Background: an optimization exercise with open tools, aiming at small area and few clock cycles. Do not read the settings as production practice. At most, simulation tests tie the RTL to the original design; equivalence was not proved. For run 5, only the layout was checked, not whether the RTL still works. Power is estimated from default activity; no workload was simulated.

==> design/flow/flow/run.sh <==
#!/bin/bash
# Standard layout, except that:
# - the combinational part of the standard synthesis netlist is mapped again
#   for area, twice (flip-flops untouched: same names, cells and connections);
# - the port buffers use the smallest buffer cell;
# - clock tree synthesis uses clkbuf_8 and inserts no dummy loads.
set -euo pipefail
RES=orfs/results/sky130hd/c6502/base
VARS=("BUFFER_PORTS_ARGS=-buffer_cell sky130_fd_sc_hd__buf_1"
      "CTS_ARGS=-sink_clustering_enable -repair_clock_nets -dont_use_dummy_load -buf_list sky130_fd_sc_hd__clkbuf_8")
bash standard.sh synth > synth.log 2>&1
cp $RES/1_2_yosys.v $RES/1_2_yosys_standard.v
bash flow/remap.sh $RES/1_2_yosys_standard.v $RES/1_2_yosys_pass1.v "$PWD/flow/area.abc" remap1.log
bash flow/remap.sh $RES/1_2_yosys_pass1.v $RES/1_2_yosys.v "$PWD/flow/area.abc" remap2.log
rm -f $RES/1_synth.odb $RES/1_synth.sdc
bash standard.sh "${VARS[@]}" finish > layout.log 2>&1
==> design/flow/flow/area.abc <==
strash
&get -n
&deepsyn -T 60
&put
amap -m
topo
dnsize
==> design/flow/flow/dont_use.txt <==
-dont_use sky130_fd_sc_hd__lpflow_bleeder_1 -dont_use sky130_fd_sc_hd__lpflow_clkbufkapwr_1 -dont_use sky130_fd_sc_hd__lpflow_clkbufkapwr_16 -dont_use sky130_fd_sc_hd__lpflow_clkbufkapwr_2 -dont_use sky130_fd_sc_hd__lpflow_clkbufkapwr_4 -dont_use sky130_fd_sc_hd__lpflow_clkbufkapwr_8 -dont_use sky130_fd_sc_hd__lpflow_clkinvkapwr_1 -dont_use sky130_fd_sc_hd__lpflow_clkinvkapwr_16 -dont_use sky130_fd_sc_hd__lpflow_clkinvkapwr_2 -dont_use sky130_fd_sc_hd__lpflow_clkinvkapwr_4 -dont_use sky130_fd_sc_hd__lpflow_clkinvkapwr_8 -dont_use sky130_fd_sc_hd__lpflow_decapkapwr_12 -dont_use sky130_fd_sc_hd__lpflow_decapkapwr_3 -dont_use sky130_fd_sc_hd__lpflow_decapkapwr_4 -dont_use sky130_fd_sc_hd__lpflow_decapkapwr_6 -dont_use sky130_fd_sc_hd__lpflow_decapkapwr_8 -dont_use sky130_fd_sc_hd__lpflow_inputiso0n_1 -dont_use sky130_fd_sc_hd__lpflow_inputiso0p_1 -dont_use sky130_fd_sc_hd__lpflow_inputiso1n_1 -dont_use sky130_fd_sc_hd__lpflow_inputiso1p_1 -dont_use sky130_fd_sc_hd__lpflow_inputisolatch_1 -dont_use sky130_fd_sc_hd__lpflow_isobufsrc_1 -dont_use sky130_fd_sc_hd__lpflow_isobufsrc_16 -dont_use sky130_fd_sc_hd__lpflow_isobufsrc_2 -dont_use sky130_fd_sc_hd__lpflow_isobufsrc_4 -dont_use sky130_fd_sc_hd__lpflow_isobufsrc_8 -dont_use sky130_fd_sc_hd__lpflow_isobufsrckapwr_16 -dont_use sky130_fd_sc_hd__lpflow_lsbuf_lh_hl_isowell_tap_1 -dont_use sky130_fd_sc_hd__lpflow_lsbuf_lh_hl_isowell_tap_2 -dont_use sky130_fd_sc_hd__lpflow_lsbuf_lh_hl_isowell_tap_4 -dont_use sky130_fd_sc_hd__lpflow_lsbuf_lh_isowell_4 -dont_use sky130_fd_sc_hd__lpflow_lsbuf_lh_isowell_tap_1 -dont_use sky130_fd_sc_hd__lpflow_lsbuf_lh_isowell_tap_2 -dont_use sky130_fd_sc_hd__lpflow_lsbuf_lh_isowell_tap_4 -dont_use sky130_fd_sc_hd__probe_p_8 -dont_use sky130_fd_sc_hd__probec_p_8 
==> design/flow/flow/remap.sh <==
#!/bin/bash
# remap.sh IN_V OUT_V ABC_SCRIPT LOG
# Maps the combinational logic of the standard synthesis netlist again, with an
# area-oriented ABC script. Flip-flop instances (names, cell types and
# connections) are kept exactly as the standard synthesis made them.
set -euo pipefail
IN=$1; OUT=$2; SCR=$3; LOG=$4
HERE=$(cd "$(dirname "$0")" && pwd)
LIB=$FLOW_HOME/platforms/sky130hd/lib/sky130_fd_sc_hd__tt_025C_1v80.lib
DU=$(cat "$HERE/dont_use.txt")
SEQ=$(grep -oE "sky130_fd_sc_hd__(e?df|sdf|dl)[a-z0-9_]+" "$IN" | sort -u | tr '\n' ' ')
YS=$PWD/remap.ys
cat > "$YS" <<EOY
read_liberty -ignore_miss_func $LIB
read_verilog $IN
hierarchy -top c6502
setattr -mod -set keep_hierarchy 1 $SEQ
flatten
blackbox $SEQ
opt_clean -purge
abc -liberty $LIB $DU -D 10000 -script $SCR
opt_clean -purge
hilomap -singleton -hicell sky130_fd_sc_hd__conb_1 HI -locell sky130_fd_sc_hd__conb_1 LO
insbuf -buf sky130_fd_sc_hd__buf_4 A X
splitnets
opt_clean -purge
select -module c6502
stat -liberty $LIB
select -clear
write_verilog -noattr -nohex -nodec -selected $OUT.tmp
EOY
yosys -s "$YS" > "$LOG" 2>&1
# keep only the top module
awk '/^module c6502/{p=1} p{print} /^endmodule/{if(p) exit}' "$OUT.tmp" > "$OUT"
rm -f "$OUT.tmp"
==> design/flow/standard.sh <==
#!/bin/bash
# synth_recipe.tcl (not shown) runs the flow's synth.tcl, then flattens the netlist and writes it again
# the make line also repeats each setting of config.mk as NAME=value (left out here)
make -C /OpenROAD-flow-scripts/flow DESIGN_CONFIG=/design/flow/config.mk WORK_HOME=/design/flow/orfs CLKGATE_MAP_FILE= SYNTH_SCRIPT=/design/flow/synth_recipe.tcl "${@:-finish}"
==> design/flow/config.mk <==
export PLATFORM = sky130hd
export DESIGN_NAME = c6502
export DESIGN_NICKNAME = c6502
export VERILOG_FILES = /design/flow/design.v
export SDC_FILE = /design/flow/constraint.sdc
export NUM_CORES = 4
export LEC_CHECK = 0
export ABC_AREA = 1
export CAP_MARGIN = 20
export CORE_MARGIN = 2
export CORE_UTILIZATION = 55
export GPL_TIMING_DRIVEN = 0
export SLEW_MARGIN = 20
==> design/flow/constraint.sdc <==
create_clock -name core_clock -period 10.0 [get_ports {clock}]
set_input_delay 2.0000 -clock core_clock [delete_from_list [all_inputs] [get_ports {clock}]]
set_output_delay 2.0000 -clock core_clock [all_outputs]
set_load 0.01 [all_outputs]
==> design/flow/design.v <==
module c6502
(
    input               clock,
    input               ce,
    input               reset_n,
    output reg  [15:0]  address,
    input       [ 7:0]  in,
    output      [ 7:0]  out,
    output              we
);
localparam [3:0]
    F   = 4'd0,      
    FA  = 4'd1,      
    FB  = 4'd2,      
    OP1 = 4'd3,      
    OP2 = 4'd4,      
    IP1 = 4'd5,      
    IP2 = 4'd6,      
    DAT = 4'd7,      
    BR  = 4'd8,      
    HI  = 4'd9,      
    PSH = 4'd10,     
    PUL = 4'd11,     
    JS2 = 4'd12,     
    RL  = 4'd13,     
    JL  = 4'd14,     
    JH  = 4'd15;     
localparam [1:0] C0 = 2'd0, C1 = 2'd1, CC = 2'd2, CT_ = 2'd3;
reg [7:0] A, X, Y, S, IR, ABL, ABH, PCL, PCH;
reg       N, V, D, I, Z, C, CT;
reg [3:0] st;
wire isF = (st == F) | (st == FA) | (st == FB);
wire [2:0] aaa = IR[7:5];
wire [2:0] bbb = IR[4:2];
wire [1:0] cc  = IR[1:0];
reg eLA, eLX, eLY, eLS, eLFF, ren, rinv, emp, ecen, egsel, eshl, eshr;
reg [1:0] ecin;
reg e_wA, e_wX, e_wY, e_wS, e_nz, e_wC, e_wV, e_bit, e_mem;
reg e_fC, e_fI, e_fD, e_fV;
always @* begin
    {eLA, eLX, eLY, eLS, eLFF} = 5'b0;
    ren = 1'bx; rinv = 1'bx; ecin = 2'bxx;
    emp = 1'bx; ecen = 1'bx; egsel = 1'bx; eshl = 1'b0; eshr = 1'b0;
    e_wA = 0; e_wX = 0; e_wY = 0; e_wS = 0; e_nz = 0; e_wC = 0; e_wV = 0;
    e_bit = 0; e_mem = 0; e_fC = 0; e_fI = 0; e_fD = 0; e_fV = 0;
    case (cc)
    2'b01: begin
        eLA = aaa != 3'd5;
        ren = aaa != 3'd4;
        rinv = aaa[2] & aaa[1];
        e_wA = aaa != 3'd4;
        e_nz = aaa != 3'd4;
        e_mem = aaa == 3'd4;
        case (aaa)
            3'd0: begin emp = 1; ecen = 0; egsel = 1; end                  
            3'd1: begin emp = 0; ecen = 0; egsel = 1; end                  
            3'd2: begin emp = 1; ecen = 0; egsel = 0; end                  
            3'd3: begin emp = 1; ecen = 1; egsel = 0; ecin = CC; e_wC = 1; e_wV = 1; end  
            3'd4, 3'd5: begin emp = 1; ecen = 0; end                       
            3'd6: begin emp = 1; ecen = 1; egsel = 0; ecin = C1; e_wC = 1; end
            default: begin emp = 1; ecen = 1; egsel = 0; ecin = CC; e_wC = 1; e_wV = 1; end  
        endcase
    end
    2'b10: case (aaa)
        3'd0, 3'd1, 3'd2, 3'd3: begin                                      
            eshl = ~aaa[1]; eshr = aaa[1]; e_nz = 1; e_wC = 1;
            rinv = 0;
            if (bbb == 3'b010) begin eLA = 1; ren = 0; e_wA = 1; end
            else begin ren = 1; e_mem = 1; end
        end
        3'd4: begin                                                        
            eLX = 1; ren = 0; rinv = 0; emp = 1; ecen = 0;
            if (bbb == 3'b010) begin e_wA = 1; e_nz = 1; end
            else if (bbb == 3'b110) begin ecin = CT_; ecen = 1; egsel = 0; e_wS = 1; end  
            else e_mem = 1;
        end
        3'd5: begin                                                        
            e_nz = 1; e_wX = 1; rinv = 0; emp = 1; ecen = 0;
            if (bbb == 3'b010) begin eLA = 1; ren = 0; end
            else if (bbb == 3'b110) begin eLS = 1; ren = 0; rinv = 1; ecin = C0; ecen = 1; egsel = 0; end  
            else ren = 1;
        end
        3'd6: begin                                                        
            emp = 1; ecen = 1; egsel = 0; ecin = C0; e_nz = 1;
            if (bbb == 3'b010) begin eLX = 1; ren = 0; rinv = 1; e_wX = 1; end
            else begin eLFF = 1; ren = 1; rinv = 0; e_mem = 1; end
        end
        default: begin                                                     
            if (bbb != 3'b010) begin
                ren = 1; rinv = 0; ecin = C1; emp = 1; ecen = 1; egsel = 0; e_nz = 1; e_mem = 1;
            end
        end
    endcase
    default: begin  
        if (bbb == 3'b110) case (aaa)
            3'd0, 3'd1: e_fC = 1;                                          
            3'd2, 3'd3: e_fI = 1;                                          
            3'd4: begin eLY = 1; ren = 0; rinv = 0; emp = 1; ecen = 0; e_wA = 1; e_nz = 1; end  
            3'd5: e_fV = 1;                                                
            default: e_fD = 1;                                             
        endcase
        else if (bbb == 3'b010) begin                                      
            ren = 0; emp = 1; e_nz = 1;
            case (aaa[1:0])
                2'd0: begin eLY = 1; rinv = 1; ecin = C0; ecen = 1; egsel = 0; e_wY = 1; end
                2'd1: begin eLA = 1; rinv = 0; ecen = 0; e_wY = 1; end
                2'd2: begin eLY = 1; rinv = 0; ecin = C1; ecen = 1; egsel = 0; e_wY = 1; end
                default: begin eLX = 1; rinv = 0; ecin = C1; ecen = 1; egsel = 0; e_wX = 1; end
            endcase
        end
        else case (aaa)
            3'd4: begin eLY = 1; ren = 0; rinv = 0; emp = 1; ecen = 0; e_mem = 1; end      
            3'd5: begin ren = 1; rinv = 0; emp = 1; ecen = 0; e_wY = 1; e_nz = 1; end     
            3'd6: begin eLY = 1; ren = 1; rinv = 1; ecin = C1; emp = 1; ecen = 1; egsel = 0; e_nz = 1; e_wC = 1; end  
            3'd7: begin eLX = 1; ren = 1; rinv = 1; ecin = C1; emp = 1; ecen = 1; egsel = 0; e_nz = 1; e_wC = 1; end  
            default: begin eLA = 1; ren = 1; rinv = 0; emp = 0; ecen = 0; egsel = 1; e_bit = 1; end  
        endcase
    end
    endcase
end
wire d_impl = (cc == 2'b00) ? ((bbb == 3'b110) | (bbb == 3'b010 & aaa[2]))
                            : (~cc[0] & ((bbb == 3'b010) | (bbb == 3'b110)));
wire d_imm  = (cc == 2'b01) ? (bbb == 3'b010) : (bbb == 3'b000 & aaa[2]);
wire m_zp   = IR[3:2] == 2'b01;                                
wire m_ind  = cc == 2'b01 & IR[3:2] == 2'b00;                  
wire m_jsr  = IR == 8'h20;
wire m_jmp  = IR[7:6] == 2'b01 & IR[4:0] == 5'b01100;          
wire useY   = (cc == 2'b01) ? (bbb == 3'b110) : (cc[1] & aaa[2:1] == 2'b10 & bbb[2]);
wire useX   = (cc == 2'b01) ? (bbb == 3'b000 | bbb == 3'b101 | bbb == 3'b111) : (bbb[2] & ~useY);
wire i_impl = (in[1:0] == 2'b00) ? ((in[4:2] == 3'b110) | (in[4:2] == 3'b010 & in[7]))
                                 : (~in[0] & ((in[4:2] == 3'b010) | (in[4:2] == 3'b110)));
wire i_bra  = in[4:0] == 5'b10000;
wire i_psh  = {in[7], in[5:0]} == 7'b0_001000;
wire i_pul  = {in[7], in[5:0]} == 7'b0_101000;
wire i_rts  = in == 8'h60;
reg sLA, sLX, sLY, sLS, sLP, sLPL, sLPH, sLFF;
reg sren, srinv, mp, cen, gsel, shl, shr;
reg [1:0] csel;
reg [3:0] nst;
reg wA, wX, wY, wSr, sinc, sdec, wnz, wC, wV, bitop, plp, wm;
reg fC, fI, fD, fV;
reg pcinc, skip, wABL, ablinc, ablh, ablir, wABH, zpf, wIR;
reg [1:0] alo, ahi;  
reg ex;          
wire hz = (st == F) & d_impl & (e_nz | e_wC | e_fC | e_fV);
reg taken;
always @* begin
    {sLA, sLX, sLY, sLS, sLP, sLPL, sLPH, sLFF} = 8'b0;
    sren = 1; srinv = 0; csel = C0; mp = 1; cen = 1; gsel = 0; shl = 0; shr = 0;
    nst = F; ex = 0;
    sinc = 0; sdec = 0; plp = 0; wm = 0; wA = 0; wnz = 0;
    pcinc = 0; skip = 0; wABL = 0; ablinc = 0; ablh = 0; ablir = 0; wABH = 0;
    zpf = 0; alo = 2'd0; ahi = 2'd0; wIR = 0;
    case (st)
    F, FA, FB: begin
        alo = {1'b0, st != F};
        ahi = {1'b0, st == FA};
        pcinc = 1; wIR = 1;
        ex = (st == F) & d_impl;
        skip = i_bra & ~taken & ~hz;
        sdec = i_psh & ~xS;
        nst = i_impl | skip ? F :
              i_bra ? BR : i_psh ? PSH : i_pul ? PUL : i_rts ? RL : OP1;
    end
    OP1: begin
        pcinc = 1;
        if (d_imm) ex = 1;
        else begin
            sLX = useX; sLY = useY; wABL = 1; sdec = m_jsr;
            nst = m_jsr ? PSH : m_ind ? IP1 : m_zp ? DAT : OP2;
        end
    end
    OP2: begin
        pcinc = 1; csel = CT_; wABH = 1;
        nst = m_jsr | (m_jmp & ~IR[5]) ? FA : m_jmp ? JL : DAT;
    end
    IP1: begin
        alo = 2'd1; ahi = 2'd1; zpf = 1;
        sLY = IR[4]; wABH = 1;
        wABL = 1; ablinc = 1;
        nst = IP2;
    end
    IP2: begin
        alo = 2'd1; ahi = 2'd1; zpf = 1;
        csel = CT_; wABH = 1;
        wABL = 1; ablh = 1;
        nst = DAT;
    end
    DAT: begin
        alo = 2'd1; ahi = 2'd1; zpf = m_zp;
        ex = 1;
    end
    BR: begin
        sLPL = 1; csel = C1;
        if (btaken) begin
            wABL = 1;
            nst = (CTn ^ in[7]) ? HI : FB;
        end else pcinc = 1;
    end
    HI: begin
        alo = 2'd2; ahi = 2'd2;
        sLPH = IR[4]; sren = ~IR[4]; srinv = IR[4] & ~CT; csel = CT_; wABH = 1;
        sinc = ~IR[4];
        nst = FA;
    end
    PSH: begin
        alo = 2'd2; ahi = 2'd2; sren = 0; wm = 1; sdec = IR[5];
        sLPH = IR[5]; sLA = ~IR[5] & IR[6]; sLP = ~IR[5] & ~IR[6];
        nst = IR[5] ? JS2 : F;
    end
    PUL: begin
        alo = 2'd2; ahi = 2'd2; sinc = 1;
        if (IR[6]) begin wA = 1; wnz = 1; end else plp = 1;
    end
    JS2: begin
        alo = 2'd2; ahi = 2'd2; sLPL = 1; sren = 0; wm = 1;
        nst = OP2;
    end
    RL: begin
        alo = 2'd2; ahi = 2'd2; csel = C1; wABL = 1; sinc = 1;
        nst = HI;
    end
    JL: begin
        alo = 2'd1; ahi = 2'd1; wIR = 1;
        wABL = 1; ablinc = 1;
        nst = JH;
    end
    JH: begin
        alo = 2'd1; ahi = 2'd1; wABH = 1;
        wABL = 1; ablir = 1;
        nst = FA;
    end
    default: ;
    endcase
end
wire uLA  = ex ? eLA  : sLA;
wire uLX  = ex ? eLX  : sLX;
wire uLY  = ex ? eLY  : sLY;
wire uLS  = ex & eLS;
wire uLFF = ex & eLFF;
wire uren  = ex ? ren  : sren;
wire urinv = ex ? rinv : srinv;
wire [1:0] ucin = ex ? ecin : csel;
wire ump   = ex ? emp   : mp;
wire ucen  = ex ? ecen  : cen;
wire ugsel = ex ? egsel : gsel;
wire ushl  = ex & eshl;
wire ushr  = ex & eshr;
wire xA  = ex & e_wA | wA;
wire xX  = ex & e_wX;
wire xY  = ex & e_wY;
wire xS  = ex & e_wS;
wire xnz = ex & e_nz | wnz;
wire xC  = ex & e_wC;
wire xV  = ex & e_wV;
wire xbit = ex & e_bit;
wire xfC = ex & e_fC;
wire xfI = ex & e_fI;
wire xfD = ex & e_fD;
wire xfV = ex & e_fV;
assign we = ex & e_mem | wm;
always @* begin
    case (alo)
        2'd1:    address[7:0] = ABL;
        2'd2:    address[7:0] = S;
        default: address[7:0] = PCL;
    endcase
    case (ahi)
        2'd1:    address[15:8] = ABH & {8{~zpf}};
        2'd2:    address[15:8] = 8'h01;
        default: address[15:8] = PCH;
    endcase
end
wire [15:0] ic;
assign ic[0] = ~skip;
assign ic[1] = skip | address[0];
genvar gi;
generate for (gi = 2; gi < 16; gi = gi + 1) begin : icg
    assign ic[gi] = ic[gi-1] & address[gi-1];
end endgenerate
wire [15:0] inc = address ^ ic;
wire [7:0] L = ({8{uLA}}  & A)   | ({8{uLX}}  & X)   | ({8{uLY}} & Y) |
               ({8{uLS}}  & S)   | ({8{sLP}}  & {N, V, 2'b11, D, I, Z, C}) |
               ({8{sLPL}} & PCL) | ({8{sLPH}} & PCH) | {8{uLFF}};
wire [7:0] R = (in & {8{uren}}) ^ {8{urinv}};
reg cin;
always @* case (ucin)
    C0: cin = 1'b0;
    C1: cin = 1'b1;
    CC: cin = C;
    default: cin = ex ? ~i_psh : CT;
endcase
wire [7:0] p = L ^ R;
wire [7:0] g = L & R;
wire [8:0] c;
assign c[0] = cin;
generate for (gi = 0; gi < 8; gi = gi + 1) begin : acg
    assign c[gi+1] = g[gi] | (p[gi] & c[gi]);
end endgenerate
wire CTn = c[8];
wire sin = IR[5] & C;            
wire [7:0] core = ((p & {8{ump}}) ^ (c[7:0] & {8{ucen}})) | (g & {8{ugsel}});
wire [7:0] res = ({8{ushl}} & {p[6:0], sin}) | ({8{ushr}} & {sin, p[7:1]}) | ({8{~ushl & ~ushr}} & core);
wire zres = res == 8'h00;
assign out = res;
wire Nn = plp ? res[7] : xbit ? in[7] : xnz ? res[7] : N;
wire Zn = plp ? res[1] : (xbit | xnz) ? zres : Z;
wire Cn = plp ? res[0] : xC ? (ushl ? p[7] : ushr ? p[0] : c[8]) : xfC ? IR[5] : C;
wire Vn = plp ? res[6] : xbit ? in[6] : xV ? c[8] ^ c[7] : ~xfV & V;
wire Dn = plp ? res[3] : xfD ? IR[5] : D;
wire In = plp ? res[2] : xfI ? IR[5] : I;
always @* case (in[7:6])
    2'b00:   taken = N == in[5];
    2'b01:   taken = V == in[5];
    2'b10:   taken = C == in[5];
    default: taken = Z == in[5];
endcase
reg btaken;
always @* case (IR[7:6])
    2'b00:   btaken = N == IR[5];
    2'b01:   btaken = V == IR[5];
    2'b10:   btaken = C == IR[5];
    default: btaken = Z == IR[5];
endcase
wire [7:0] sb = S;
wire [8:0] sbw;
assign sbw[0] = sdec;
generate for (gi = 0; gi < 8; gi = gi + 1) begin : sbg
    assign sbw[gi+1] = sbw[gi] & ~sb[gi];
end endgenerate
wire [7:0] sn = sb ^ sbw[7:0];
always @(posedge clock)
if (!reset_n) begin
    st  <= F;
    IR[0] <= 1'b1;               
    PCL <= 8'h00; PCH <= 8'h00;
    A   <= 8'h80; X <= 8'hFE; Y <= 8'hDA; S <= 8'h01;
    N <= 0; V <= 1; D <= 0; I <= 0; Z <= 0; C <= 1;
end else if (ce) begin
    st <= nst;
    CT <= CTn;
    if (wIR) IR <= in;
    if (xA) A <= res;
    if (xX) X <= res;
    if (xY) Y <= res;
    if (sinc) S <= inc[7:0];
    else if (xS) S <= res;
    else if (sdec) S <= sn;
    if (pcinc) begin PCL <= inc[7:0]; PCH <= inc[15:8]; end
    if (wABL) ABL <= ablinc ? inc[7:0] : ablh ? ABH : ablir ? IR : res;
    if (wABH) ABH <= res;
    N <= Nn; Z <= Zn; C <= Cn; V <= Vn; D <= Dn; I <= In;
end
endmodule
==> results of run 1 <==
## area by class of cell
class / instances / area (µm²)
Clock buffer: 9 / 123.9
Fill cell: 899 / 3794
Inverter: 147 / 551.8
Multi-Input combinational cell: 521 / 2970
Sequential cell: 83 / 1902
Tap cell: 133 / 166.4
Timing Repair Buffer: 35 / 131.4
## state kept, by name (all words and copies together) (netlist names), 4 cells and up
register  cells
A             8
ABL           8
S             8
IR            8
ABH           8
X             8
Y             8
PCL           8
st            4
PCH           8
## cells in the final DEF (no fill, tap or decap), drive strengths merged, types with 4 or more instances in the layout
cell type,instances
a221oi,11
or2,5
a31oi,10
o22ai,34
nand4,4
and2,5
nand2,38
o211ai,8
clkbuf,9
clkinv,147
o2111ai,5
o21ai,80
o22a,20
a222oi,23
edfxtp,24
a21o,4
or3,5
o221ai,14
nor2,145
a21oi,33
o21a,7
nand3,9
buf,35
dfxtp,59
and3,5
nor4,4
nor3,14
a22oi,8
o32ai,7
## per-stage QoR
| step | instance area (µm²) | hold WS (ps) | power (mW) | worst slack (ps) | std cells |
|---|---|---|---|---|---|
| after floorplan | 5400 | 443.6 | 0.5519 | 2785 | 751 |
| after global placement | 5698 | 452.6 | 0.6388 | 535.8 | 919 |
| after detailed placement | 5703 | 460.0 | 0.6439 | 577.3 | 919 |
| after CTS | 5827 | 470.8 | 0.8285 | 178.9 | 928 |
| after global routing | 5846 | 485.2 | 0.8799 | 51.47 | 928 |
| final | 5846 | 475.1 | 0.8462 | 770.2 | 928 |
## final timing paths
| kind | from | depth (start not counted) | endpoint | slack (ps) |
|---|---|---|---|---|
| min | A[3]$_SDFFE_PN0P_ | 2 | A[3]$_SDFFE_PN0P_ | 480 |
| max | IR[0]$_SDFFE_PN1P_ | 28 | out[7] | 770 |
| min reg2reg | A[3]$_SDFFE_PN0P_ | 2 | A[3]$_SDFFE_PN0P_ | 480 |
| max reg2reg | IR[0]$_SDFFE_PN1P_ | 30 | Z$_SDFFE_PN0P_ | 2710 |
## critical path, delay by kind of cell, from the launching register on
kind / cells / cell delay [ps]
DFF: 1 / 430
and+or+nand+nor: 15 / 2300
AOI/OAI and AO/OA: 9 / 3170
buffers and inverters: 4 / 950
## power groups by stage
stage	clock [mW]	sequential [mW]	combinational [mW]
after floorplan	0	0.381	0.171
after global placement	0	0.388	0.251
after detailed placement	0	0.388	0.256
after CTS	0.191	0.381	0.257
after global routing	0.206	0.383	0.292
final	0.195	0.382	0.269
## layer usage
| layer | up-vias | share of wire, % |
|---|---|---|
| li1 | 2854 | - |
| met1 | 2922 | 38 |
| met2 | 542 | 44 |
| met3 | 80 | 13 |
| met4 | 0 | 4.6 |
| met5 | - | 0 |
==> metrics.sh, run 1 <==
DETAILED_PLACE_HPWL_MM=16.34
CTS.SINKS=83
FIRST_PASS_ITERATION_COUNT_OF_THE_DETAILED_ROUTER=9
DRT.ANTENNA.VIOLATING_NETS=0
CRITICAL_PATH.MAX_STAGE_DELAY_PS=700
CLK_PATH_BUF_DEPTH=2
DESIGN.CORE.AREA_UM2=9639
CLOCK-ROOT-BUFFER='sky130_fd_sc_hd__clkbuf_8'
FIN_CRIT_PS=9230
DIE_W_UM=103.1
AREA_ENCLOSED_BY_THE_DIE_BOUNDARY_UM2=10630
GROUTE.LAYER.MET1.USAGE_PCT=54.31
P_PER_AREA_nW_PER_UM2=144.8
WORST-ENDPOINT-REQUIRED_PS=8000
BUFFER_PORTS.INSERTED=35
NUMBER_OF_GLOBAL_ROUTE_VIAS_BEFORE_REPAIR=5745
ROUTE.DETAILED.DRC=0
VDD.IR_DROP.WORST_V=0.00007357
LARGEST_NET_DEGREE_AT_THE_START_OF_GLOBAL_ROUTING=18
FINALSETUPVIOLCOUNT=0
INITIAL_CORE_UTIL_PCT=56.02
IOS=36
DRIVE_ABOVE_1_SHARE_PCT=1.635
SYN2LAYOUT_AREA_GROWTH_PCT=8.248
VIA_COUNT=6398
SYN_AREA_UM2=5400
FINAL.SETUP_SKEW_PS=25.92
FIRST_ITER_VIOLATIONS=915
CTS.REPAIR.RESIZED=0
FINALSETUPTNS_PS=0
CLKSLEWWORSTSETUPHOLDPATHS_PS=70
WORST-ENDPOINT-ARRIVAL_PS=7230
WORST_PIN_SLEW_PS=1159
LEAKAGE_nW=1.851
RESULT_OF_THE_RUN='timing/DRC/antenna clean'
DIE_H_UM=103.1
DIODES=0
P_SEQ_SHARE_PCT=45.2
SYNTH_AREA_PER_CELL_UM2=7.191
NUMBER_OF_MAXIMUM_CAPACITANCE_VIOLATIONS=0
GRT.BUSIEST_LAYER='met2'
FINAL-MAX-SLEW-VIOLATION-COUNT=0
FLOORPLAN.ROWS=36
SYNTH.NET_COUNT=762
ROUTEDWLPERCELL_UM=22.57
GLOBAL_ROUTE.USAGE.TOTAL_PCT=40.04
SYNTHESIS.INSTANCES=751
CRITPATHMAXFANOUT=16
NET-SWITCHING-POWER_mW=0.3296
CTS_MADE_BUFFERS=9
CLOCK.FMAX_GHz=0.1083
CTS-HTREE-LEVELS=3
P_INT_mW=0.5166
COMB_POWER_SHARE_PCT=31.8
POST-CTS-SETUP-BUFFERS=0
GRT_UTIL_MET3_PCT=8.271
FINAL-HOLD-VIOLATION-COUNT=0
TIMING.SLEW.HEADROOM_PCT=22.73
NUM-NETS-FINAL=808
HOLDCRITPATHCLASS='reg -> reg'
WORST_SKEW_PAIR.LATE_LATENCY_PS=380
HOLD_BUFFERS=0
UNREPAIRED_SETUP_ENDPOINTS_AFTER_GLOBAL_ROUTING='no'
CRITPATHCAPTURETYPE='output port'
CRITPATHKIND='reg -> out'
CLOCKPOWERSHARE_PCT=23.0
CP-START-KIND='flop'
PLACE.GP.CONGESTION=1.026
SYNTH.YOSYS.WARNINGS=1
GRT_ANTENNA_BEFORE_REPAIR=0
DRT-TOTAL-WL_MM=20.95
ROUTED_VIA_DENSITY=6.894
POWER.SWITCHING_FRACTION_PCT=38.95
SLOWEST_STAGE='sky130_fd_sc_hd__a221oi_1'
POST-ROUTE-UTIL_PCT=60.64
GRT_PASS1_WL_MM=31.60
CTS_TREE='yes'
POST-ROUTE-PERIOD-UTIL_PCT=92.30
CRITICAL-PATH-TOP-CELL-BY-COUNT='sky130_fd_sc_hd__nor2_1'
GRT.MET2_USAGE_PCT=61.14
GLOBALROUTE.TOTALOVERFLOW=0
Testbench counts, summed over its fixed seeds: cycles 85,565.
==> inputs of run 2 (changes only) <==
--- a/design/flow/design.v
+++ b/design/flow/design.v
@@ -332,7 +332,7 @@
 always @(posedge clock)
 if (!reset_n) begin
     st  <= F;
-    IR[0] <= 1'b1;               
+    IR  <= 8'hEA;                
     PCL <= 8'h00; PCH <= 8'h00;
     A   <= 8'h80; X <= 8'hFE; Y <= 8'hDA; S <= 8'h01;
     N <= 0; V <= 1; D <= 0; I <= 0; Z <= 0; C <= 1;
==> design/flow/flow/run.sh (replaced) <==
#!/bin/bash
# Standard layout, except that:
# - the combinational part of the standard synthesis netlist is mapped again
#   for area, in two passes, keeping the smaller (flip-flops untouched: same names, cells and connections);
# - the port buffers use the smallest buffer cell;
# - clock tree synthesis uses clkbuf_8 and inserts no dummy loads.
set -euo pipefail
RES=orfs/results/sky130hd/c6502/base
VARS=("BUFFER_PORTS_ARGS=-buffer_cell sky130_fd_sc_hd__buf_1"
      "CTS_ARGS=-sink_clustering_enable -repair_clock_nets -dont_use_dummy_load -buf_list sky130_fd_sc_hd__clkbuf_8")
bash standard.sh synth > synth.log 2>&1
cp $RES/1_2_yosys.v $RES/1_2_yosys_standard.v
bash flow/remap.sh $RES/1_2_yosys_standard.v $RES/1_2_yosys_pass1.v "$PWD/flow/area.abc" remap1.log
bash flow/remap.sh $RES/1_2_yosys_pass1.v $RES/1_2_yosys_pass2.v "$PWD/flow/area.abc" remap2.log
# keep the smaller of the two passes
a1=$(grep "Chip area" remap1.log | tail -1 | awk '{print $NF}')
a2=$(grep "Chip area" remap2.log | tail -1 | awk '{print $NF}')
if awk -v a="$a1" -v b="$a2" 'BEGIN { exit !(b < a) }'; then
  cp $RES/1_2_yosys_pass2.v $RES/1_2_yosys.v
else
  cp $RES/1_2_yosys_pass1.v $RES/1_2_yosys.v
fi
rm -f $RES/1_synth.odb $RES/1_synth.sdc
bash standard.sh "${VARS[@]}" finish > layout.log 2>&1
--- a/design/flow/config.mk
+++ b/design/flow/config.mk
@@ -8,6 +8,6 @@
 export ABC_AREA = 1
 export CAP_MARGIN = 20
 export CORE_MARGIN = 2
-export CORE_UTILIZATION = 55
+export CORE_UTILIZATION = 60
 export GPL_TIMING_DRIVEN = 0
 export SLEW_MARGIN = 20
==> run 2 against run 1 <==
Compared with the run above:
- synthesized area is 0.79% lower
- maximum frequency is 2.9% lower
- design area is 1.1% lower
- via count is 2.4% higher
- critical endpoint unchanged
- total power is 48% higher
- clock power is 4% higher
- register-to-register slack worse by 600 ps
- worst hold slack worse by 5.7 ps
- first-iteration DRC count is 5.9% higher
- synthesized cell count is 0.67% higher
- sequential power is 9.4% higher
- still clean
- largest power group is now combinational logic
- largest cell class unchanged
==> metrics.sh, run 2 <==
SYNTHESIS.INSTANCES=756  # +0.67%
FINAL-HOLD-VIOLATION-COUNT=0  # unchanged
FINAL.SETUP_SKEW_PS=34.92  # +9.000 ps
SLOWEST_STAGE='sky130_fd_sc_hd__nor3_1'
SYNTH_AREA_PER_CELL_UM2=7.087  # -1.4%
P_PER_AREA_nW_PER_UM2=216.7  # +50%
DRT.ANTENNA.VIOLATING_NETS=0  # unchanged
AREA_ENCLOSED_BY_THE_DIE_BOUNDARY_UM2=9701  # -8.7%
HOLD_BUFFERS=0  # unchanged
POST-CTS-SETUP-BUFFERS=0  # unchanged
WORST-ENDPOINT-ARRIVAL_PS=7510  # +280 ps
DIODES=0  # unchanged
VIA_COUNT=6553  # +2.4%
FINALSETUPTNS_PS=0  # unchanged
CRITICAL-PATH-TOP-DELAY-FAMILY='compound AO/OA/AOI/OAI gates'
CTS.REPAIR.RESIZED=0  # unchanged
WORST_PIN_SLEW_PS=1197  # +37.66 ps
NUM-NETS-FINAL=815  # +0.87%
CTS_MADE_BUFFERS=9  # unchanged
IOS=36  # unchanged
DESIGN.CORE.AREA_UM2=8678  # -10%
FINAL-MAX-SLEW-VIOLATION-COUNT=0  # unchanged
DETAILED_PLACE_HPWL_MM=15.89  # -2.8%
POST-ROUTE-UTIL_PCT=66.59  # +6.0 points
CTS-HTREE-LEVELS=3  # unchanged
INITIAL_CORE_UTIL_PCT=61.74  # +5.7 points
LARGEST_NET_DEGREE_AT_THE_START_OF_GLOBAL_ROUTING=18  # unchanged
CLOCK.FMAX_GHz=0.1052  # -2.9%
TIMING.SLEW.HEADROOM_PCT=19.38  # -3.4 points
PLACE.GP.CONGESTION=1.045  # +1.8%
CRITICAL-PATH-TOP-CELL-BY-COUNT='sky130_fd_sc_hd__o21ai_0'
MOST_COMMON_CELL_AFTER_LAYOUT_FILL_AND_TAPS_ASIDE='sky130_fd_sc_hd__clkinv_1'
DRIVE_ABOVE_1_SHARE_PCT=1.746  # +0.11 points
WORST-ENDPOINT-REQUIRED_PS=8000  # about the same
MOST-COMMON-LAYOUT-CELLS='sky130_fd_sc_hd__clkinv_1, sky130_fd_sc_hd__nor2_1, sky130_fd_sc_hd__o21ai_0'
CRITPATHMAXFANOUT=15  # -1
ROUTED_VIA_DENSITY=7.201  # +4.4%
FINALSETUPVIOLCOUNT=0  # unchanged
GLOBALROUTE.TOTALOVERFLOW=0  # unchanged
TOTAL_POWER_CONSUMPTION_mW=1.253  # +48%
NUMBER_OF_GLOBAL_ROUTE_VIAS_BEFORE_REPAIR=6125  # +6.6%
CLKSLEWWORSTSETUPHOLDPATHS_PS=80  # about the same
SYNTH.NET_COUNT=767  # +0.66%
CP-START-KIND='flop'
POST-ROUTE-PERIOD-UTIL_PCT=95.07  # +2.8 points
CRITPATHKIND='reg -> out'
SYNTH.YOSYS.WARNINGS=1  # unchanged
N_FILL_CELL=773  # -14%
DIE_H_UM=98.50  # -4.5%
NUMBER_OF_MAXIMUM_CAPACITANCE_VIOLATIONS=0  # unchanged
DIE_W_UM=98.50  # -4.5%
DETAILEDPLACE.WORSTSLACK_PS=1262  # +684.2 ps
ROUTE.DETAILED.DRC=0  # unchanged
VDD.IR_DROP.WORST_V=0.0001608  # +120%
CRITICAL_PATH.MAX_STAGE_DELAY_PS=870  # +170 ps
HOLD_WS_PS=469.5  # -5.666 ps
LEAKAGE_nW=1.896  # +2.4%
SYN_AREA_UM2=5358  # -0.79%
SYN2LAYOUT_AREA_GROWTH_PCT=7.870
CRITICAL_PATH.N_BUFFERS_INVERTERS=3  # -1
BUFFER_PORTS.INSERTED=35  # unchanged
HOLDCRITPATHCLASS='reg -> reg'
POST-ROUTE-WORST-SETUP-SLACK_PS=493.0  # -277.1 ps
GLOBAL_ROUTE.USAGE.TOTAL_PCT=42.19  # +2.2 points
CTS_TREE='yes'
UNREPAIRED_SETUP_ENDPOINTS_AFTER_GLOBAL_ROUTING='no'
ROUTEDWLPERCELL_UM=22.72  # +0.63%
FIRST_PASS_ITERATION_COUNT_OF_THE_DETAILED_ROUTER=10  # +1
FIRST_ITER_VIOLATIONS=969  # +5.9%
GRT_ANTENNA_BEFORE_REPAIR=0  # unchanged
CTS.SINKS=83  # unchanged
FIN_CRIT_PS=9507  # +277.1 ps
DRT-TOTAL-WL_MM=20.67  # -1.3%
GRT_PASS1_WL_MM=31.97  # +1.2%
FLOORPLAN.ROWS=34  # -5.6%
CLK_PATH_BUF_DEPTH=2  # unchanged
CRITPATHCAPTURETYPE='output port'
RESULT_OF_THE_RUN='timing/DRC/antenna clean'
WORST_SKEW_PAIR.LATE_LATENCY_PS=370  # about the same
CLOCK-ROOT-BUFFER='sky130_fd_sc_hd__clkbuf_8'
-- run 2: layer usage --
metal | share of wire (%) | routed length [µm] | vias to the layer above | global-route usage, %
met2 | 43 | 8886 | 600 | 64.68
met1 | 37 | 7704 | 2947 | 55.46
met3 | 14 | 2946 | 117 | 11.06
li1 | - | - | 2889 | -
met5 | 0 | 0 | - | 0
met4 | 5.5 | 1135 | 0 | 20.86
-- run 2: final timing paths --
kind | slack, ps | cells after the start | to | start
setup / recovery | 490 | 28 | out[7] | IR[7]$_SDFFE_PN1P_
hold / removal | 470 | 2 | A[5]$_SDFFE_PN0P_ | A[5]$_SDFFE_PN0P_
hold reg to reg | 470 | 2 | A[5]$_SDFFE_PN0P_ | A[5]$_SDFFE_PN0P_
setup reg to reg | 2110 | 30 | Z$_SDFFE_PN0P_ | IR[7]$_SDFFE_PN1P_
-- run 2: area by class of cell --
| cell class | instances | area [µm²] | share of cell area (%) |
|---|---|---|---|
| Inverter | 141 | 529.3 | 9.158 |
| Sequential cell | 83 | 1832 | 31.70 |
| Multi-Input combinational cell | 532 | 3015 | 52.18 |
| Tap cell | 108 | 135.1 | 2.338 |
| Clock buffer | 9 | 123.9 | 2.143 |
| Timing Repair Buffer | 37 | 143.9 | 2.490 |
-- run 2: metrics by stage --
step,std cells,area (µm²)
after global routing,910,5779
after floorplan,756,5358
after CTS,910,5779
final,910,5779
after detailed placement,901,5655
after global placement,899,5624
-- run 2: worst reg2reg max path, delay by kind of cell, from the launching register on --
| kind | cells | cell delay (ps) |
|---|---|---|
| AOI/OAI and AO/OA | 15 | 3540 |
| and+or+nand+nor | 12 | 2190 |
| buffers and inverters | 3 | 1370 |
| DFF | 1 | 680 |
-- run 2: power by group --
group	switching, mW	internal [mW]	total (mW)
logic	0.458	0.173	0.631
clock network	0.122	0.0810	0.203
registers	0.0308	0.387	0.418
Testbench counts of run 2, summed over its fixed seeds: cycles 85,565.
==> inputs of run 3 (changes only) <==
--- a/design/flow/config.mk
+++ b/design/flow/config.mk
@@ -8,6 +8,6 @@
 export ABC_AREA = 1
 export CAP_MARGIN = 20
 export CORE_MARGIN = 2
-export CORE_UTILIZATION = 60
+export CORE_UTILIZATION = 70
 export GPL_TIMING_DRIVEN = 0
 export SLEW_MARGIN = 20
==> run 3 against run 2 <==
Compared with the run above:
- largest power group unchanged
- die area fell by 14%
- still clean
- clock skew shrank 6.1 ps
- clock power is 4% lower
- synthesized cell count increased by 1.7%
- highest routed layer unchanged
==> metrics.sh, run 3 <==
DETAILED_PLACE_HPWL_MM=15.04  # -5.3%
FIN_CRIT_PS=9437  # -70.45 ps
NUM-NETS-FINAL=827  # +1.5%
FIRST_ITER_VIOLATIONS=1407  # +45%
AREA_USED_BY_SEQUENTIAL_LOGIC_IN_THE_LAYOUT_UM2=1832  # unchanged
ROUTE.DETAILED.DRC=0  # unchanged
CELL_COUNT_POST_PLACEMENT=904  # +0.33%
FINAL-MAX-SLEW-VIOLATION-COUNT=0  # unchanged
GLOBALROUTE.TOTALOVERFLOW=0  # unchanged
IOS=36  # unchanged
MULTI_INPUT_AREA_UM2=2919  # -3.2%
P_PER_AREA_nW_PER_UM2=219.7  # +1.4%
CRITPATHKIND='reg -> out'
CP-START-KIND='flop'
PLACE.GP.CONGESTION=1.069  # +2.4%
MOST-COMMON-LAYOUT-CELLS='sky130_fd_sc_hd__clkinv_1, sky130_fd_sc_hd__nor2_1, sky130_fd_sc_hd__o21ai_0'
FINALSETUPVIOLCOUNT=0  # unchanged
UNREPAIRED_SETUP_ENDPOINTS_AFTER_GLOBAL_ROUTING='no'
FINALSETUPTNS_PS=0  # unchanged
SYNTH_AREA_PER_CELL_UM2=6.961  # -1.8%
FLOORPLAN.ROWS=31  # -8.8%
SYNTH.YOSYS.WARNINGS=1  # unchanged
GROUTE.LAYER.MET1.USAGE_PCT=59.89  # +4.4 points
SLOWEST_STAGE='sky130_fd_sc_hd__nor3_1'
CRITPATHMAXFANOUT=8  # -7
WORST-ENDPOINT-ARRIVAL_PS=7440  # -70 ps
MOST_COMMON_CELL_AFTER_LAYOUT_FILL_AND_TAPS_ASIDE='sky130_fd_sc_hd__clkinv_1'
NUMBER_OF_MAXIMUM_CAPACITANCE_VIOLATIONS=0  # unchanged
CTS.REPAIR.RESIZED=0  # unchanged
GRT_ANTENNA_BEFORE_REPAIR=0  # unchanged
TOTAL_POWER_CONSUMPTION_mW=1.262  # +0.77%
CLK_PATH_BUF_DEPTH=2  # unchanged
LEAKAGE_nW=1.899  # +0.15%
POST-ROUTE-PERIOD-UTIL_PCT=94.37  # -0.70 points
SYN2LAYOUT_AREA_GROWTH_PCT=7.340
VIA_COUNT=6777  # +3.4%
WORST_PIN_SLEW_PS=1282  # +85.67 ps
POST-CTS-SETUP-BUFFERS=0  # unchanged
GRT_PASS1_WL_MM=31.02  # -3.0%
DIODES=0  # unchanged
CRITICAL_PATH.MAX_STAGE_DELAY_PS=670  # -200 ps
CTS_TREE='yes'
SYN_AREA_UM2=5353  # about the same
DETAILEDPLACE.WORSTSLACK_PS=1564  # +302.6 ps
CLKSLEWWORSTSETUPHOLDPATHS_PS=100  # +20 ps
FINAL-HOLD-VIOLATION-COUNT=0  # unchanged
HOLDCRITPATHCLASS='reg -> reg'
DIE_H_UM=91.45  # -7.2%
FIRST_PASS_ITERATION_COUNT_OF_THE_DETAILED_ROUTER=10  # unchanged
FINAL-INSTANCE-COUNT-EXCL-FILL=913  # +0.33%
DRIVE_ABOVE_1_SHARE_PCT=1.351  # -0.39 points
WORST_SKEW_PAIR.LATE_LATENCY_PS=370  # about the same
AREA_ENCLOSED_BY_THE_DIE_BOUNDARY_UM2=8362  # -14%
INITIAL_CORE_UTIL_PCT=73.02  # +11 points
DRT.ANTENNA.VIOLATING_NETS=0  # unchanged
DESIGN.CORE.AREA_UM2=7331  # -16%
ROUTED_VIA_DENSITY=7.423  # +3.1%
BUFFER_PORTS.INSERTED=35  # unchanged
DIE_W_UM=91.45  # -7.2%
POST-ROUTE-WORST-SETUP-SLACK_PS=563.5  # +70.45 ps
NUMBER_OF_GLOBAL_ROUTE_VIAS_BEFORE_REPAIR=6135  # +0.16%
CTS_MADE_BUFFERS=9  # unchanged
CLOCK.FMAX_GHz=0.1060  # +0.75%
WORST-ENDPOINT-REQUIRED_PS=8000  # about the same
N_FILL_CELL=566  # -27%
CTS-HTREE-LEVELS=3  # unchanged
RESULT_OF_THE_RUN='timing/DRC/antenna clean'
CRITICAL-PATH-TOP-CELL-BY-COUNT='sky130_fd_sc_hd__nor2_1'
ROUTEDWLPERCELL_UM=21.91  # -3.5%
POST-ROUTE-UTIL_PCT=78.38  # +12 points
DRT-TOTAL-WL_MM=20.01  # -3.2%
SYNTH.NET_COUNT=780  # +1.7%
CRITPATHCAPTURETYPE='output port'
TIMING.SLEW.HEADROOM_PCT=14.24  # -5.1 points
GLOBAL_ROUTE.USAGE.TOTAL_PCT=47.25  # +5.1 points
GRT_UTIL_MET3_PCT=14.69  # +3.6 points
LARGEST_NET_DEGREE_AT_THE_START_OF_GLOBAL_ROUTING=18  # unchanged
VDD.IR_DROP.WORST_V=0.0001707  # +6.2%
GRT.MET2_USAGE_PCT=70.77  # +6.1 points
SYNTHESIS.INSTANCES=769  # +1.7%
CLOCK-ROOT-BUFFER='sky130_fd_sc_hd__clkbuf_8'
FINAL.SETUP_SKEW_PS=28.79  # -6.139 ps
GRT.BUSIEST_LAYER='met2'
HOLD_BUFFERS=0  # unchanged
CTS.SINKS=83  # unchanged
-- run 3: critical path: cells and delay by family, from the launching register on --
family | cells | cell delay [ps]
AOI/OAI and AO/OA | 11 | 2670
and+or+nand+nor | 9 | 2250
buffers and inverters | 6 | 1800
DFF | 1 | 360
-- run 3: layout make-up --
cell class                      count  area share [%]
Multi-Input combinational cell    524           50.81
Tap cell                           99           2.156
Sequential cell                    83           31.88
Timing Repair Buffer               36           2.417
Clock buffer                        9           2.156
Inverter                          162           10.58
-- run 3: report_power, final --
part | internal, mW | leakage [nW] | total [mW] | switching, mW
clock | 0.0808 | 0.0647 | 0.195 | 0.114
sequential | 0.390 | 0.692 | 0.424 | 0.0344
combinational | 0.172 | 1.14 | 0.643 | 0.471
total | 0.643 | 1.90 | 1.26 | 0.620
-- run 3: layer usage --
metal | vias to the layer above | routed length, µm
met5 | - | 0
li1 | 2883 | -
met4 | 0 | 1627
met2 | 739 | 8226
met3 | 197 | 3359
met1 | 2958 | 6793
-- run 3: worst paths after layout --
| kind | depth (start not counted) | slack (ps) | start | endpoint |
|---|---|---|---|---|
| setup / recovery | 26 | 560 | IR[0]$_SDFFE_PN0P_ | out[7] |
| setup reg to reg | 28 | 2170 | IR[0]$_SDFFE_PN0P_ | Z$_SDFFE_PN0P_ |
| hold reg to reg | 2 | 470 | A[1]$_SDFFE_PN0P_ | A[1]$_SDFFE_PN0P_ |
| hold / removal | 2 | 470 | A[1]$_SDFFE_PN0P_ | A[1]$_SDFFE_PN0P_ |
-- run 3: metrics by stage --
stage	instance area (µm²)	hold WS (ps)
6_report	5746	469.3
5_1_grt	5746	478.2
4_1_cts	5739	464.2
3_5_place_dp	5615	449.8
3_3_place_gp	5608	444.5
2_1_floorplan	5353	435.0
==> inputs of run 4 (changes only) <==
--- a/design/flow/flow/run.sh
+++ b/design/flow/flow/run.sh
@@ -3,11 +3,13 @@
 # - the combinational part of the standard synthesis netlist is mapped again
 #   for area, in two passes, keeping the smaller (flip-flops untouched: same names, cells and connections);
 # - the port buffers use the smallest buffer cell;
-# - clock tree synthesis uses clkbuf_8 and inserts no dummy loads.
+# - clock tree synthesis uses clkbuf_8 and inserts no dummy loads;
+# - after global routing, gates with slack to spare are downsized (RECOVER_POWER).
 set -euo pipefail
 RES=orfs/results/sky130hd/c6502/base
 VARS=("BUFFER_PORTS_ARGS=-buffer_cell sky130_fd_sc_hd__buf_1"
-      "CTS_ARGS=-sink_clustering_enable -repair_clock_nets -dont_use_dummy_load -buf_list sky130_fd_sc_hd__clkbuf_8")
+      "CTS_ARGS=-sink_clustering_enable -repair_clock_nets -dont_use_dummy_load -buf_list sky130_fd_sc_hd__clkbuf_8"
+      "RECOVER_POWER=100")
 bash standard.sh synth > synth.log 2>&1
 cp $RES/1_2_yosys.v $RES/1_2_yosys_standard.v
 bash flow/remap.sh $RES/1_2_yosys_standard.v $RES/1_2_yosys_pass1.v "$PWD/flow/area.abc" remap1.log
--- a/design/flow/config.mk
+++ b/design/flow/config.mk
@@ -8,6 +8,6 @@
 export ABC_AREA = 1
 export CAP_MARGIN = 20
 export CORE_MARGIN = 2
-export CORE_UTILIZATION = 70
+export CORE_UTILIZATION = 60
 export GPL_TIMING_DRIVEN = 0
 export SLEW_MARGIN = 20
==> run 4 against run 3 <==
Compared with the run above:
- the layout now fails its checks (max-capacitance violations, max-slew violations)
- clock power grew 4%
- total power shrank 0.63%
- clock skew grew 2.1 ps
- combinational power shrank 2%
- via count shrank 2.3%
- cell count shrank 0.33%
- wire length grew 3.7%
- non-clock buffer count grew 1
- global-route usage shrank 5.1 points
- critical endpoint is now out[6]
==> metrics.sh, run 4 <==
DIE_W_UM=98.50  # +7.7%
REGTOREGENDPOINT='Z$_SDFFE_PN0P_'
POST-ROUTE-UTIL_PCT=66.54  # -12 points
FINAL-HOLD-VIOLATION-COUNT=0  # unchanged
CLOCK.FMAX_GHz=0.1038  # -2.1%
DRIVE_ABOVE_1_SHARE_PCT=1.621  # +0.27 points
SYNTH.NET_COUNT=767  # -1.7%
WORST_SKEW_PAIR.LATE_LATENCY_PS=370  # about the same
DIE_H_UM=98.50  # +7.7%
GLOBAL_ROUTE.USAGE.TOTAL_PCT=42.19  # -5.1 points
LARGEST_NET_DEGREE_AT_THE_START_OF_GLOBAL_ROUTING=18  # unchanged
HOLDPATHSTAGES=2  # unchanged
SYNTH.YOSYS.WARNINGS=1  # unchanged
DIODES=0  # unchanged
SYNTH_AREA_PER_CELL_UM2=7.087  # +1.8%
ROUTEDWLPERCELL_UM=22.79  # +4.0%
GLOBALROUTE.TOTALOVERFLOW=0  # unchanged
POST-ROUTE-WORST-SETUP-SLACK_PS=362.5  # -201.0 ps
FIRST_PASS_ITERATION_COUNT_OF_THE_DETAILED_ROUTER=10  # unchanged
FINAL-MAX-SLEW-VIOLATION-COUNT=13  # +13
CTS-HTREE-LEVELS=3  # unchanged
FLOORPLAN.ROWS=34  # +9.7%
WHS_ENDPOINT='A[5]$_SDFFE_PN0P_'
WORST_HOLD_STARTPOINT='A[5]$_SDFFE_PN0P_'
NUMBER_OF_GLOBAL_ROUTE_VIAS_BEFORE_REPAIR=6125  # -0.16%
DESIGN.CORE.AREA_UM2=8678  # +18%
R2R_SLACK_PS=2000  # -170 ps
INITIAL_CORE_UTIL_PCT=61.74  # -11 points
CLKSLEWWORSTSETUPHOLDPATHS_PS=80  # -20 ps
HOLD_BUFFERS=0  # unchanged
SYN2LAYOUT_AREA_GROWTH_PCT=7.777
CTS_MADE_BUFFERS=9  # unchanged
CRITPATHMAXFANOUT=15  # +7
MOST-COMMON-LAYOUT-CELLS='sky130_fd_sc_hd__clkinv_1, sky130_fd_sc_hd__nor2_1, sky130_fd_sc_hd__o21ai_0'
CP-START-KIND='flop'
CLOCK-ROOT-BUFFER='sky130_fd_sc_hd__clkbuf_8'
RESULT_OF_THE_RUN='failed layout checks'
CRITPATHKIND='reg -> out'
CTS_TREE='yes'
FINALSETUPTNS_PS=0  # unchanged
MOST_COMMON_CELL_AFTER_LAYOUT_FILL_AND_TAPS_ASIDE='sky130_fd_sc_hd__clkinv_1'
POST-ROUTE-PERIOD-UTIL_PCT=96.38  # +2.0 points
UNREPAIRED_SETUP_ENDPOINTS_AFTER_GLOBAL_ROUTING='no'
POST-CTS-SETUP-BUFFERS=0  # unchanged
PLACE.GP.CONGESTION=1.045  # -2.3%
FINAL-INSTANCE-COUNT-EXCL-FILL=910  # -0.33%
HOLDCRITPATHCLASS='reg -> reg'
FINAL.SETUP_SKEW_PS=30.88  # +2.093 ps
WORST_PIN_SLEW_PS=1502  # +219.3 ps
CELL_COUNT_POST_PLACEMENT=901  # -0.33%
NUM-NETS-FINAL=815  # -1.5%
BUFFER_PORTS.INSERTED=35  # unchanged
IOS=36  # unchanged
CTS.REPAIR.RESIZED=0  # unchanged
NUMBER_OF_MAXIMUM_CAPACITANCE_VIOLATIONS=1  # +1
VDD.IR_DROP.WORST_V=0.0001619  # -5.2%
SYNTHESIS.INSTANCES=756  # -1.7%
ROUTED_VIA_DENSITY=7.274  # -2.0%
DRT.ANTENNA.VIOLATING_NETS=0  # unchanged
FIRST_ITER_VIOLATIONS=892  # -37%
WORST-ENDPOINT-REQUIRED_PS=8000  # about the same
FIN_CRIT_PS=9638  # +201.0 ps
DRT-TOTAL-WL_MM=20.74  # +3.7%
AREA_ENCLOSED_BY_THE_DIE_BOUNDARY_UM2=9701  # +16%
FINALSETUPVIOLCOUNT=0  # unchanged
DETAILED_PLACE_HPWL_MM=15.89  # +5.6%
R2R-START='IR[7]$_SDFFE_PN1P_'
LEAKAGE_nW=1.896  # -0.17%
SYN_AREA_UM2=5358  # about the same
CRITPATHCAPTURETYPE='output port'
P_PER_AREA_nW_PER_UM2=217.2  # -1.1%
VIA_COUNT=6619  # -2.3%
CLK_PATH_BUF_DEPTH=2  # unchanged
FAILED_LAYOUT_CHECKS='max-capacitance violations, max-slew violations'
TIMING.SLEW.HEADROOM_PCT=-0.8851  # -15 points
ROUTE.DETAILED.DRC=0  # unchanged
TOTAL_POWER_CONSUMPTION_mW=1.254  # -0.63%
CTS.SINKS=83  # unchanged
GRT_PASS1_WL_MM=31.97  # +3.1%
GRT_ANTENNA_BEFORE_REPAIR=0  # unchanged
WORST-ENDPOINT-ARRIVAL_PS=7640  # +200 ps
DETAILEDPLACE.WORSTSLACK_PS=1262  # -302.6 ps
REG2REGPATHDEPTH=28  # unchanged
==> run 4: layout make-up <==
type	instances	area (µm²)
clock buffer	9	123.9
tap	108	135.1
inverter	141	529.3
timing repair buffer	37	143.9
fill	774	2904
multi-input combinational	532	3010
sequential	83	1832
==> run 4: metal layers <==
layer / up-vias / wire length (µm) / track usage, %
met1: 3005 / 7674 / 55.46
met2: 610 / 8968 / 64.68
met3: 113 / 2959 / 11.06
li1: 2891 / - / -
met4: 0 / 1141 / 20.86
met5: - / 0 / 0
==> run 4: worst max-delay path, cell delays in order, from the launching register on <==
cell                       delay (ps)
sky130_fd_sc_hd__dfxtp_1          700
sky130_fd_sc_hd__clkinv_1         460
sky130_fd_sc_hd__nor2_1           170
sky130_fd_sc_hd__o21ai_0          110
sky130_fd_sc_hd__o21ai_0          450
sky130_fd_sc_hd__nand2_1          120
sky130_fd_sc_hd__a21oi_1          480
sky130_fd_sc_hd__clkinv_1         550
sky130_fd_sc_hd__nor3_1           870
sky130_fd_sc_hd__a221oi_1         110
sky130_fd_sc_hd__o21ai_0          220
sky130_fd_sc_hd__a221oi_1         110
sky130_fd_sc_hd__o221ai_1         180
sky130_fd_sc_hd__nor2_1           100
sky130_fd_sc_hd__nor2_1           110
sky130_fd_sc_hd__nor2_1            70
sky130_fd_sc_hd__nor2_1            80
sky130_fd_sc_hd__nor2_1            50
sky130_fd_sc_hd__o21ai_0          230
sky130_fd_sc_hd__o21bai_1         120
sky130_fd_sc_hd__nand2_1           80
sky130_fd_sc_hd__o21ai_0          100
sky130_fd_sc_hd__nand2_1          100
sky130_fd_sc_hd__o21ai_0           90
sky130_fd_sc_hd__or3_1            340
sky130_fd_sc_hd__o21ai_0         1040
sky130_fd_sc_hd__buf_1            220
==> run 4: power breakdown <==
| group | switching, mW | internal (mW) | total (mW) |
|---|---|---|---|
| combinational | 0.460 | 0.173 | 0.633 |
| clock | 0.122 | 0.0810 | 0.203 |
| sequential | 0.0309 | 0.387 | 0.418 |
| total | 0.613 | 0.641 | 1.25 |
==> run 4: how the worst max path moves through the flow <==
stage | cells past startpoint | startpoint | slack [ps] | end
after global routing | 28 | IR[7]$_SDFFE_PN1P_ | 20 | out[7]
after CTS | 28 | IR[7]$_SDFFE_PN1P_ | 860 | out[7]
after global placement | 29 | IR[6]$_SDFFE_PN1P_ | 790 | out[7]
final | 26 | IR[7]$_SDFFE_PN1P_ | 360 | out[6]
after detailed placement | 28 | IR[7]$_SDFFE_PN1P_ | 1260 | out[7]
after floorplan | 30 | IR[1]$_SDFFE_PN1P_ | 2560 | out[7]
==> run 4: through the flow <==
step                instance area, µm²  hold WS [ps]
global placement                  5624         448.4
detailed placement                5655         457.6
CTS                               5779         468.5
finish                            5774         469.1
global route                      5774         486.9
floorplan                         5358         431.4
==> inputs of run 5 (changes only) <==
--- a/design/flow/design.v
+++ b/design/flow/design.v
@@ -142,7 +142,6 @@
 reg pcinc, skip, wABL, ablinc, ablh, ablir, wABH, zpf, wIR;
 reg [1:0] alo, ahi;  
 reg ex;          
-wire hz = (st == F) & d_impl & (e_nz | e_wC | e_fC | e_fV);
 reg taken;
 always @* begin
     {sLA, sLX, sLY, sLS, sLP, sLPL, sLPH, sLFF} = 8'b0;
@@ -157,7 +156,7 @@
         ahi = {1'b0, st == FA};
         pcinc = 1; wIR = 1;
         ex = (st == F) & d_impl;
-        skip = i_bra & ~taken & ~hz;
+        skip = i_bra & ~taken;
         sdec = i_psh & ~xS;
         nst = i_impl | skip ? F :
               i_bra ? BR : i_psh ? PSH : i_pul ? PUL : i_rts ? RL : OP1;
@@ -191,11 +190,8 @@
         ex = 1;
     end
     BR: begin
-        sLPL = 1; csel = C1;
-        if (btaken) begin
-            wABL = 1;
-            nst = (CTn ^ in[7]) ? HI : FB;
-        end else pcinc = 1;
+        sLPL = 1; csel = C1; wABL = 1;
+        nst = (CTn ^ in[7]) ? HI : FB;
     end
     HI: begin
         alo = 2'd2; ahi = 2'd2;
@@ -310,17 +306,10 @@
 wire Dn = plp ? res[3] : xfD ? IR[5] : D;
 wire In = plp ? res[2] : xfI ? IR[5] : I;
 always @* case (in[7:6])
-    2'b00:   taken = N == in[5];
-    2'b01:   taken = V == in[5];
-    2'b10:   taken = C == in[5];
-    default: taken = Z == in[5];
-endcase
-reg btaken;
-always @* case (IR[7:6])
-    2'b00:   btaken = N == IR[5];
-    2'b01:   btaken = V == IR[5];
-    2'b10:   btaken = C == IR[5];
-    default: btaken = Z == IR[5];
+    2'b00:   taken = Nn == in[5];
+    2'b01:   taken = Vn == in[5];
+    2'b10:   taken = Cn == in[5];
+    default: taken = Zn == in[5];
 endcase
 wire [7:0] sb = S;
 wire [8:0] sbw;
--- a/design/flow/flow/run.sh
+++ b/design/flow/flow/run.sh
@@ -3,13 +3,11 @@
 # - the combinational part of the standard synthesis netlist is mapped again
 #   for area, in two passes, keeping the smaller (flip-flops untouched: same names, cells and connections);
 # - the port buffers use the smallest buffer cell;
-# - clock tree synthesis uses clkbuf_8 and inserts no dummy loads;
-# - after global routing, gates with slack to spare are downsized (RECOVER_POWER).
+# - clock tree synthesis uses clkbuf_8 and inserts no dummy loads.
 set -euo pipefail
 RES=orfs/results/sky130hd/c6502/base
 VARS=("BUFFER_PORTS_ARGS=-buffer_cell sky130_fd_sc_hd__buf_1"
-      "CTS_ARGS=-sink_clustering_enable -repair_clock_nets -dont_use_dummy_load -buf_list sky130_fd_sc_hd__clkbuf_8"
-      "RECOVER_POWER=100")
+      "CTS_ARGS=-sink_clustering_enable -repair_clock_nets -dont_use_dummy_load -buf_list sky130_fd_sc_hd__clkbuf_8")
 bash standard.sh synth > synth.log 2>&1
 cp $RES/1_2_yosys.v $RES/1_2_yosys_standard.v
 bash flow/remap.sh $RES/1_2_yosys_standard.v $RES/1_2_yosys_pass1.v "$PWD/flow/area.abc" remap1.log
==> run 5 against run 4 <==
Compared with the run above:
- now clean on timing, DRC and antenna
- synthesized cell count fell by 0.26%
- total power is 11% lower
- global-route usage rose by 0.29 points
- sequential power shrank 4%
- clock power is 3% lower
- clock skew down 2.7 ps
- core utilization increased by 1.4 points
- maximum frequency up 3.1%
- first-iteration DRC count is 16% higher
- die area is 1.2% lower
- clock-buffer cell count did not move
- worst hold slack worse by 3.8 ps
==> metrics.sh, run 5 <==
RESULT_OF_THE_RUN='timing/DRC/antenna clean'
ROUTE.DETAILED.DRC=0  # unchanged
DETAILEDPLACE.WORSTSLACK_PS=-699.0  # -1961 ps
DRT.ANTENNA.VIOLATING_NETS=0  # unchanged
FINALSETUPVIOLCOUNT=0  # unchanged
TOTAL_POWER_CONSUMPTION_mW=1.120  # -11%
POST-ROUTE-WORST-SETUP-SLACK_PS=649.0  # +286.6 ps
CTS_TREE='yes'
POST-ROUTE-PERIOD-UTIL_PCT=93.51  # -2.9 points
CP-START-KIND='flop'
VDD.IR_DROP.WORST_V=0.0001415  # -13%
TOP_LAYER='met4'
DETAILED_PLACE.AREA_UM2=5559  # -1.7%
REGTOREGENDPOINT='PCH[7]$_SDFFE_PN0P_'
CRITPATHCAPTURETYPE='flop'
WORST_PIN_SLEW_PS=1245  # -256.7 ps
CLK_PATH_BUF_DEPTH=2  # unchanged
DRT-TOTAL-WL_MM=20.72  # -0.11%
FINAL-HOLD-VIOLATION-COUNT=0  # unchanged
CRITICAL_PATH.MAX_STAGE_DELAY_PS=440  # -600 ps
CLOCK.FMAX_GHz=0.1069  # +3.1%
PLACE.GP.CONGESTION=1.021  # -2.3%
HOLDCRITPATHCLASS='reg -> reg'
REG2REGPATHDEPTH=57  # +100%
ROUTED_VIA_DENSITY=7.179  # -1.3%
NUMBER_OF_GLOBAL_ROUTE_VIAS_BEFORE_REPAIR=6175  # +0.82%
CTS.SINKS=83  # unchanged
CLKSLEWWORSTSETUPHOLDPATHS_PS=80  # about the same
DESIGN.CORE.AREA_UM2=8636  # -0.49%
ROUTE.MET2.WL_MM=9.083  # +1.3%
NUMBER_OF_MAXIMUM_CAPACITANCE_VIOLATIONS=0  # -1
TIMING.SLEW.HEADROOM_PCT=16.82  # +18 points
DIODES=0  # unchanged
LARGEST_NET_DEGREE_AT_THE_START_OF_GLOBAL_ROUTING=19  # +1
WORST-ENDPOINT-ARRIVAL_PS=9560  # +1920 ps
DIE_H_UM=97.92  # -0.58%
FINAL-MAX-SLEW-VIOLATION-COUNT=0  # -13
HOLD_BUFFERS=0  # unchanged
GLOBAL_ROUTE.USAGE.TOTAL_PCT=42.49  # +0.29 points
FINAL.SETUP_SKEW_PS=28.22  # -2.658 ps
NUM-NETS-FINAL=820  # +0.61%
MOST_COMMON_CELL_AFTER_LAYOUT_FILL_AND_TAPS_ASIDE='sky130_fd_sc_hd__nor2_1'
WL_MET1_MM=7.324  # -4.6%
VIA_COUNT=6569  # -0.76%
CELL_COUNT_POST_PLACEMENT=897  # -0.44%
CTS-HTREE-LEVELS=3  # unchanged
SYN_AREA_UM2=5293  # -1.2%
BUFFER_PORTS.INSERTED=35  # unchanged
R2R-START='IR[0]$_SDFFE_PN0P_'
FIRST_ITER_VIOLATIONS=1039  # +16%
DRIVE_ABOVE_1_SHARE_PCT=5.081  # +3.5 points
IOS=36  # unchanged
INITIAL_CORE_UTIL_PCT=61.29  # -0.45 points
SYN2LAYOUT_AREA_GROWTH_PCT=10.87
WORST_SKEW_PAIR.LATE_LATENCY_PS=370  # about the same
FLOORPLAN.ROWS=34  # unchanged
GRT_ANTENNA_BEFORE_REPAIR=0  # unchanged
ROUTEDWLPERCELL_UM=22.64  # -0.66%
SYNTH.YOSYS.WARNINGS=1  # unchanged
FIRST_PASS_ITERATION_COUNT_OF_THE_DETAILED_ROUTER=12  # +2
FIN_CRIT_PS=9351  # -286.6 ps
R2R_SLACK_PS=650  # -1350 ps
WORST-ENDPOINT-REQUIRED_PS=10210  # +2210 ps
FINAL-INSTANCE-COUNT-EXCL-FILL=915  # +0.55%
CRITPATHMAXFANOUT=8  # -7
CLOCK-ROOT-BUFFER='sky130_fd_sc_hd__clkbuf_8'
AREA_ENCLOSED_BY_THE_DIE_BOUNDARY_UM2=9588  # -1.2%
GLOBALROUTE.TOTALOVERFLOW=0  # unchanged
DESIGN_AREA_UM2=5868  # +1.6%
CTS_MADE_BUFFERS=9  # unchanged
HOLDPATHSTAGES=2  # unchanged
==> run 5: final cells by class <==
| class | instances | area, µm² |
|---|---|---|
| Sequential cell | 83 | 1834 |
| Inverter | 124 | 484.2 |
| Tap cell | 108 | 135.1 |
| Fill cell | 776 | 2768 |
| Multi-Input combinational cell | 547 | 3094 |
| Timing Repair Buffer | 44 | 196.4 |
| Clock buffer | 9 | 123.9 |
==> run 5: power by group <==
part | internal, mW | total (mW) | switching (mW)
registers | 0.377 | 0.403 | 0.0262
clock network | 0.0808 | 0.197 | 0.116
logic | 0.144 | 0.520 | 0.375
==> run 5: what timing repair did <==
| action | CTS | global route |
|---|---|---|
| setup endpoints to repair | 11 | 18 |
| gates cloned | 0 | 0 |
| gates resized for setup | 4 | 29 |
| pin swaps | 1 | 5 |
| setup buffers | 1 | 7 |
==> run 5: worst max-delay path by stage <==
stage	from	endpoint	slack, ps	cells after the start
final	IR[0]$_SDFFE_PN0P_	PCH[7]$_SDFFE_PN0P_	650	57
after global routing	IR[0]$_SDFFE_PN0P_	PCH[7]$_SDFFE_PN0P_	-80	58
after CTS	IR[0]$_SDFFE_PN0P_	PCH[7]$_SDFFE_PN0P_	40	57
after detailed placement	IR[0]$_SDFFE_PN0P_	PCH[7]$_SDFFE_PN0P_	-700	58
after global placement	IR[0]$_SDFFE_PN0P_	PCH[7]$_SDFFE_PN0P_	-530	60
after floorplan	IR[0]$_SDFFE_PN0P_	PCH[7]$_SDFFE_PN0P_	1960	55
==> run 5: critical path: cells and delay by family, from the launching register on <==
kind            cells  cell delay, ps
compound gates     15            2960
buf+inv            10            1280
flops               1             440
simple gates       32            4520
==> run 5: layer usage <==
metal | GRT usage [%] | vias up
met1 | 53.28 | 2918
met5 | 0 | -
met4 | 25.64 | 0
li1 | - | 2899
met2 | 65.91 | 602
met3 | 10.81 | 150
==> run 5: through the flow <==
stage | utilization, % | TNS, ps | hold WS, ps
finish | 67.95 | 0 | 465.3
global route | 67.95 | -77.05 | 492.4
CTS | 66.07 | 0 | 469.4
detailed placement | 64.37 | -2869 | 459.2
global placement | 64.37 | -1757 | 449.2
floorplan | - | 0 | 438.0

Check on run 5: ideal ports give 0.649 ns setup slack; a clkbuf_16 on the clock port and buf_2 on the inputs give 0.649 ns; moving port delays by the midpoint clock arrival (0.391 ns) as well gives 0.649 ns.
